This is an optimization exercise on Yosys and OpenROAD, whose aim is small area and a short achievable clock period, not a production implementation.
Only simulation tests tie the RTL to the original design; equivalence was not proved.
Power figures rest on the tool's default switching activity, not on a simulated workload.

==> inputs of trial 32 <==
==> flow/design.v <==
module pipelined_processor (
	input clk,     
	input reset,   
	output [63:0] imem_addr,
	input  [31:0] imem_data,
	output [63:0] dmem_addr,
	output [63:0] dmem_wdata,
	output        dmem_we,
	output        dmem_re,
	input  [63:0] dmem_rdata
);
	integer i;
	reg [63:0] pc;
	reg [31:0] d_ins;           
	reg [31:1] d_s1, d_s2;      
	reg [31:1] d_t1, d_t2;      
	reg        d_sub, d_and, d_or, d_srcimm;   
	reg [63:0] d_pc;
	reg [63:0] e_x;             
	reg [63:0] e_p, e_g;        
	reg [4:0]  e_rd;            
	reg        e_br, e_st, e_ld;
	reg        e_sub, e_and, e_or, e_arith;
	reg [3:0]  e_fb;            
	reg [63:0] m_res, m_wdata;  
	reg        m_take, m_st, m_ld;
	reg [4:0]  m_rd;
	reg [63:0] w_val;           
	reg [31:1] w_we;            
	reg [63:0] rf [1:31];
	assign imem_addr = pc;
	wire [2:0] if_op = imem_data[6:4];
	wire [3:0] if_funct = {imem_data[30], imem_data[14:12]};
	wire if_alu_f = if_op == 3'b011 || if_op == 3'b001;
	always @(posedge clk) begin
		if (reset)
			pc <= 64'd0;
		else if (m_take)
			pc <= m_res;
		else
			pc <= pc + 64'd4;
		d_ins <= reset ? 32'h00000013 : imem_data;
		for (i = 1; i < 32; i = i + 1) begin
			d_s1[i] <= !reset && imem_data[19:15] == i;
			d_s2[i] <= !reset && imem_data[24:20] == i;
			d_t1[i] <= !(reset || imem_data[19:15] != i);
			d_t2[i] <= !(reset || imem_data[24:20] != i);
		end
		d_sub    <= !reset && if_alu_f && if_funct == 4'b1000;
		d_and    <= !reset && if_alu_f && if_funct == 4'b0111;
		d_or     <= !reset && if_alu_f && if_funct == 4'b0110;
		d_srcimm <= reset || if_op == 3'b001 || if_op == 3'b000 || if_op == 3'b010;
		d_pc  <= pc;
	end
	wire [2:0] op = d_ins[6:4];
	wire [4:0] rs1 = d_ins[19:15];
	wire [4:0] rs2 = d_ins[24:20];
	wire [4:0] rd  = d_ins[11:7];
	wire [3:0] funct = {d_ins[30], d_ins[14:12]};
	wire is_r  = (op == 3'b011);
	wire is_i  = (op == 3'b001);
	wire is_ld = (op == 3'b000);
	wire is_st = (op == 3'b010);
	wire is_br = (op == 3'b110);
	wire alu_f = is_r | is_i;
	wire src_imm = d_srcimm;
	wire wr = is_r | is_i | is_ld;
	wire sub = d_sub;
	wire f_and = d_and;
	wire f_or  = d_or;
	wire [11:0] imm = d_ins[5] ? {d_ins[31:25], d_ins[11:7]} : d_ins[31:20];
	wire [11:0] boff = {d_ins[31], d_ins[7], d_ins[30:25], d_ins[11:8]};
	reg [63:0] rd1, rd2;
	always @(*) begin
		rd1 = 64'd0;
		rd2 = 64'd0;
		for (i = 1; i < 32; i = i + 1) begin
			rd1 = rd1 | ({{32{d_t1[i]}}, {32{d_s1[i]}}} & rf[i]);
			rd2 = rd2 | ({{32{d_t2[i]}}, {32{d_s2[i]}}} & rf[i]);
		end
	end
	wire fa_m = (e_rd != 5'd0) && (e_rd == rs1);
	wire fa_w = (m_rd != 5'd0) && (m_rd == rs1);
	wire fb_m = (e_rd != 5'd0) && (e_rd == rs2);
	wire fb_w = (m_rd != 5'd0) && (m_rd == rs2);
	wire [3:0] fb_mc = {(rs2 != 5'd0) && (e_rd == rs2), (e_rd == rs2) && |(e_rd | rs2),
	                    (e_rd == rs2) && |(e_rd & rs2), fb_m};
	wire [63:0] wb_next = m_ld ? dmem_rdata : m_res;
	wire [63:0] a_pre = fa_m ? 64'd0 : fa_w ? wb_next : rd1;
	wire [63:0] b_pre = fb_m ? 64'd0 : fb_w ? wb_next : rd2;
	wire [63:0] ob_pre = src_imm ? {{52{imm[11]}}, imm} : b_pre;
	wire [13:0] tlo = {1'b0, d_pc[12:0]} + {1'b0, boff, 1'b0};
	wire [50:0] thi_inc = d_pc[63:13] + 51'd1;
	wire [50:0] thi_dec = d_pc[63:13] - 51'd1;
	wire [50:0] thi = (tlo[13] && !boff[11]) ? thi_inc :
	                  (!tlo[13] && boff[11]) ? thi_dec : d_pc[63:13];
	wire [63:0] tgt = {thi, tlo[12:0]};
	always @(posedge clk) begin
		e_x   <= is_br ? tgt : b_pre;
		e_rd  <= (reset || !wr) ? 5'd0 : rd;
		e_br  <= !reset && is_br;
		e_st  <= !reset && is_st;
		e_ld  <= !reset && is_ld;
		e_sub <= sub;
		e_and <= f_and;
		e_or  <= f_or;
		e_arith <= !f_and && !f_or;
		e_fb  <= fb_mc;
	end
	wire fo  = fb_m && !src_imm;           
	wire inv = sub;                        
	wire [63:0] a0 = fa_w ? wb_next : rd1;
	wire [63:0] b0 = src_imm ? {{52{imm[11] ^ sub}}, imm ^ {12{sub}}} :
	                 (fb_w ? wb_next : rd2) ^ {64{sub}};
	reg [63:0] b;
	always @(*) begin
		for (i = 0; i < 64; i = i + 1)
			b[i]  = (e_fb[i/16] & m_res[i]) | e_x[i];
	end
	reg [63:0] gg, pp, ng, np;
	integer k, j;
	always @(*) begin
		gg = e_g;
		pp = e_p;
		gg[0] = e_g[0] | (e_p[0] & e_sub);
		for (k = 0; k < 6; k = k + 1) begin
			ng = gg; np = pp;
			for (j = 0; j < 64; j = j + 1)
				if (j >= (1 << k)) begin
					ng[j] = gg[j] | (pp[j] & gg[j - (1 << k)]);
					np[j] = pp[j] & pp[j - (1 << k)];
				end
			gg = ng; pp = np;
		end
	end
	wire [63:0] c = {gg[62:0], e_sub};
	wire [63:0] logic_res = e_and ? e_g : (e_p | e_g);
	wire [63:0] res_c0 = e_br ? e_x : e_arith ? e_p : logic_res;
	wire [63:0] res_c1 = e_br ? e_x : e_arith ? ~e_p : logic_res;
	wire [63:0] res = (c & res_c1) | (~c & res_c0);
	wire [63:0] a_next = fa_m ? res : a0;
	wire [63:0] b_next = fo ? res ^ {64{inv}} : b0;
	always @(posedge clk) begin
		e_p <= a_next ^ b_next;
		e_g <= a_next & b_next;
	end
	always @(posedge clk) begin
		m_res   <= res;
		m_wdata <= b;
		m_take  <= !reset && e_br && (e_p == 64'd0);
		m_st    <= !reset && e_st;
		m_ld    <= !reset && e_ld;
		m_rd    <= reset ? 5'd0 : e_rd;
	end
	assign dmem_addr  = m_res;
	assign dmem_wdata = m_wdata;
	assign dmem_we    = m_st;
	assign dmem_re    = m_ld;
	always @(posedge clk) begin
		w_val <= wb_next;
		for (i = 1; i < 32; i = i + 1)
			w_we[i] <= !reset && m_rd == i;
	end
	always @(posedge clk) begin
		for (i = 1; i < 32; i = i + 1)
			if (w_we[i])
				rf[i] <= w_val;
	end
endmodule
==> flow/flow/run.sh <==
#!/bin/bash
set -euo pipefail
cd "$(dirname "$0")/.."
bash standard.sh SETUP_SLACK_MARGIN=5.7 finish > make.log 2>&1
==> flow/standard.sh <==
#!/bin/bash
# synth_recipe.tcl (not shown) runs the flow's synth.tcl, then flattens the netlist and writes it again
# the make line also repeats each setting of config.mk as NAME=value (left out here)
make -C /OpenROAD-flow-scripts/flow DESIGN_CONFIG=/design/flow/config.mk WORK_HOME=/design/flow/orfs CLKGATE_MAP_FILE= SYNTH_SCRIPT=/design/flow/synth_recipe.tcl "${@:-finish}"
==> flow/config.mk <==
export PLATFORM = sky130hd
export DESIGN_NAME = pipelined_processor
export DESIGN_NICKNAME = pipelined_processor
export VERILOG_FILES = /design/flow/design.v
export SDC_FILE = /design/flow/constraint.sdc
export NUM_CORES = 4
export LEC_CHECK = 0
export CAP_MARGIN = 20
export CORE_MARGIN = 2
export CORE_UTILIZATION = 40
export CTS_CLUSTER_DIAMETER = 60
export CTS_CLUSTER_SIZE = 30
export PLACE_DENSITY = 0.6
export SETUP_SLACK_MARGIN = 5
export SLEW_MARGIN = 20
==> flow/constraint.sdc <==
create_clock -name core_clock -period 9.0 [get_ports {clk}]
set_input_delay 1.8000 -clock core_clock [delete_from_list [all_inputs] [get_ports {clk}]]
set_output_delay 1.8000 -clock core_clock [all_outputs]
set_load 0.01 [all_outputs]
==> trial 92: changes against trial 32 <==
==> flow/design.v, changed modules only <==
module pipelined_processor (
	input clk,     
	input reset,   
	output [63:0] imem_addr,
	input  [31:0] imem_data,
	output [63:0] dmem_addr,
	output [63:0] dmem_wdata,
	output        dmem_we,
	output        dmem_re,
	input  [63:0] dmem_rdata
);
	integer i;
	reg [63:0] pc;
	reg [31:0] d_ins;           
	reg [63:0] d_pc;
	reg [63:0] e_pc;            
	reg [63:0] e_a, e_b;        
	reg [11:0] e_imm;
	reg [4:0]  e_rd;            
	reg        e_br, e_st, e_ld;
	reg        e_sub, e_and, e_or;
	reg        e_fa_m, e_fa_w, e_fa_n;    
	reg        e_fb_m, e_fb_w, e_fb_n;    
	reg        e_ob_m, e_ob_w, e_ob_n, e_ob_i;   
	reg [63:0] m_res, m_wdata, m_tgt;   
	reg        m_take, m_st, m_ld;
	reg [4:0]  m_rd;
	reg [63:0] w_val;           
	reg [4:0]  w_rd;
	reg [63:0] rf [1:31];
	assign imem_addr = pc;
	always @(posedge clk) begin
		if (reset)
			pc <= 64'd0;
		else if (m_take)
			pc <= m_tgt;
		else
			pc <= pc + 64'd4;
		d_ins <= reset ? 32'h00000013 : imem_data;
		d_pc  <= pc;
	end
	wire [2:0] op = d_ins[6:4];
	wire [4:0] rs1 = d_ins[19:15];
	wire [4:0] rs2 = d_ins[24:20];
	wire [4:0] rd  = d_ins[11:7];
	wire [3:0] funct = {d_ins[30], d_ins[14:12]};
	wire is_r  = (op == 3'b011);
	wire is_i  = (op == 3'b001);
	wire is_ld = (op == 3'b000);
	wire is_st = (op == 3'b010);
	wire is_br = (op == 3'b110);
	wire alu_f = is_r | is_i;
	wire src_imm = is_i | is_ld | is_st;
	wire wr = is_r | is_i | is_ld;
	wire [11:0] imm = d_ins[6] ? {d_ins[31], d_ins[7], d_ins[30:25], d_ins[11:8]} :
	                  d_ins[5] ? {d_ins[31:25], d_ins[11:7]} :
	                             d_ins[31:20];
	reg [63:0] rd1, rd2;
	always @(*) begin
		rd1 = 64'd0;
		rd2 = 64'd0;
		for (i = 1; i < 32; i = i + 1) begin
			rd1 = rd1 | ({64{!reset && rs1 == i}} & rf[i]);
			rd2 = rd2 | ({64{!reset && rs2 == i}} & rf[i]);
		end
	end
	wire fa_m = (e_rd != 5'd0) && (e_rd == rs1);
	wire fa_w = !fa_m && (m_rd != 5'd0) && (m_rd == rs1);
	wire fb_m = (e_rd != 5'd0) && (e_rd == rs2);
	wire fb_w = !fb_m && (m_rd != 5'd0) && (m_rd == rs2);
	always @(posedge clk) begin
		e_pc  <= d_pc;
		e_a   <= rd1;
		e_b   <= rd2;
		e_imm <= imm;
		e_rd  <= (reset || !wr) ? 5'd0 : rd;
		e_br  <= !reset && is_br;
		e_st  <= !reset && is_st;
		e_ld  <= !reset && is_ld;
		e_sub <= is_br || (alu_f && funct == 4'b1000);
		e_and <= alu_f && funct == 4'b0111;
		e_or  <= alu_f && funct == 4'b0110;
		e_fa_m <= fa_m;
		e_fa_w <= fa_w;
		e_fa_n <= !fa_m && !fa_w;
		e_fb_m <= fb_m;
		e_fb_w <= fb_w;
		e_fb_n <= !fb_m && !fb_w;
		e_ob_m <= !src_imm && fb_m;
		e_ob_w <= !src_imm && fb_w;
		e_ob_n <= !src_imm && !fb_m && !fb_w;
		e_ob_i <= src_imm;
	end
	wire [63:0] ximm = {{52{e_imm[11]}}, e_imm};
	wire [63:0] a  = ({64{e_fa_m}} & m_res) | ({64{e_fa_w}} & w_val) | ({64{e_fa_n}} & e_a);
	wire [63:0] b  = ({64{e_fb_m}} & m_res) | ({64{e_fb_w}} & w_val) | ({64{e_fb_n}} & e_b);
	wire [63:0] ob = ({64{e_ob_m}} & m_res) | ({64{e_ob_w}} & w_val) | ({64{e_ob_n}} & e_b) |
	                 ({64{e_ob_i}} & ximm);
	wire [63:0] sum = a + (ob ^ {64{e_sub}}) + {63'd0, e_sub};
	wire [63:0] res = e_and ? (a & ob) : e_or ? (a | ob) : sum;
	wire [63:0] tgt = e_pc + {ximm[62:0], 1'b0};
	always @(posedge clk) begin
		m_res   <= res;
		m_wdata <= b;
		m_tgt   <= tgt;
		m_take  <= !reset && e_br && (a == b);
		m_st    <= !reset && e_st;
		m_ld    <= !reset && e_ld;
		m_rd    <= reset ? 5'd0 : e_rd;
	end
	assign dmem_addr  = m_res;
	assign dmem_wdata = m_wdata;
	assign dmem_we    = m_st;
	assign dmem_re    = m_ld;
	always @(posedge clk) begin
		w_val <= m_ld ? dmem_rdata : m_res;
		w_rd  <= reset ? 5'd0 : m_rd;
	end
	always @(posedge clk) begin
		if (w_rd != 5'd0)
			rf[w_rd] <= w_val;
	end
endmodule
==> flow/run.sh (new file) <==
#!/bin/bash
# synth_recipe.tcl (not shown) runs the flow's synth.tcl, then flattens the netlist and writes it again
# the make line also repeats each setting of config.mk as NAME=value (left out here)
make -C /OpenROAD-flow-scripts/flow DESIGN_CONFIG=/design/flow/config.mk WORK_HOME=/design/flow/orfs CLKGATE_MAP_FILE= SYNTH_SCRIPT=/design/flow/synth_recipe.tcl finish
CTS_CLUSTER_DIAMETER = not set   (was 60)
CTS_CLUSTER_SIZE = not set   (was 30)
SETUP_SLACK_MARGIN = not set   (was 5)
removed: flow/flow/run.sh
removed: flow/standard.sh
==> notes <==
Trial 92 went through all stages and came out clean. Trial 32 completed without violations. Against trial 32, the fmax of trial 92 is smaller by about 40%. Critical path depth: trial 92 is higher than trial 32 (8). In trial 92 the global-route usage is lower than in trial 32, by 2.1 points. Between trial 32 and trial 92, the lower power is in trial 32 (gap about 6%, measured against trial 92). In trial 92 the combinational power is lower than in trial 32, by about 2%. Against trial 92, the wire length of trial 32 is larger by 6.8%. In trial 92 the first-iteration DRC count is larger than in trial 32, by about 6%. Core utilization: trial 92 is lower than trial 32 (1.1 points). Die area is about the same in trial 32 and trial 92.
==> figures <==
Sum of met2 wire segment lengths after detailed routing: trial 92 217.3 mm; trial 32 237.2 mm
Resized Gates After CTS: trial 92 0; trial 32 1454
Cell Area, Synth: trial 92 110600 um2; trial 32 110700 um2
Slowest cell on crit path: trial 92 sky130_fd_sc_hd__a211oi_2; trial 32 sky130_fd_sc_hd__dfxtp_4
Clock buffer count: trial 92 366; trial 32 171
Share of final-layout standard cells stronger than drive strength 1: trial 92 0.1030; trial 32 0.2129
Switching part of the total power: trial 92 0.2895; trial 32 0.3180
Worst ir drop on vdd: trial 92 160.5 uV; trial 32 147.9 uV
Hold path endpoint: trial 92 e_pc[33]; trial 32 e_and
Initial detailed-routing violation count: trial 92 24700; trial 32 23330
Final HPWL from detailed placement: trial 92 299.2 mm; trial 32 323.7 mm
Max transition margin: trial 92 0.07023; trial 32 0.1611
Run status: trial 92 no timing/DRC/antenna violations; trial 32 no timing/DRC/antenna violations
Comb group: trial 92 4.24 mW; trial 32 4.32 mW
Clock edge transition at the registers on the reported setup and hold paths: trial 92 0.06 ns; trial 32 0.10 ns
Syn_nets: trial 92 8548; trial 32 8460
Worst setup slack after placement: trial 92 3.147 ns; trial 32 4.157 ns
Power in sequential cells: trial 92 16.0 mW; trial 32 16.6 mW
Count of state elements after synthesis: trial 92 2634; trial 32 2641

## re-timing with driven ports
In the flow no input, the clock included, has a driving cell. The finished layouts below were timed again as built, in two steps. Step 1 assumes that a clkbuf_16 drives the clock port and a buf_2 every other input. Step 2 also shifts input and output timing later by t, the mid clock arrival at the registers, as if the neighbouring blocks saw the same clock. a / b / c = no drivers / after step 1 / after step 2; a / b = the first two.
| run | t (ns) | setup WS [ns] | worst setup path at the end | worst register clock-pin slew, ns | pins driven straight from the clock port |
|---|---|---|---|---|---|
| trial 32 | 1.014 | 5.387 / 5.387 / 4.648 | input to register | 0.12 / 0.12 | 1 |
| trial 92 | 0.963 | 2.876 / 2.876 / 2.876 | register to register | 0.07 / 0.07 | 1 |
After both steps every run listed still meets setup and hold. For trial 32, which loses most, drivers alone change the setup slack by 0.000 ns; drivers and shift together by -0.739 ns.
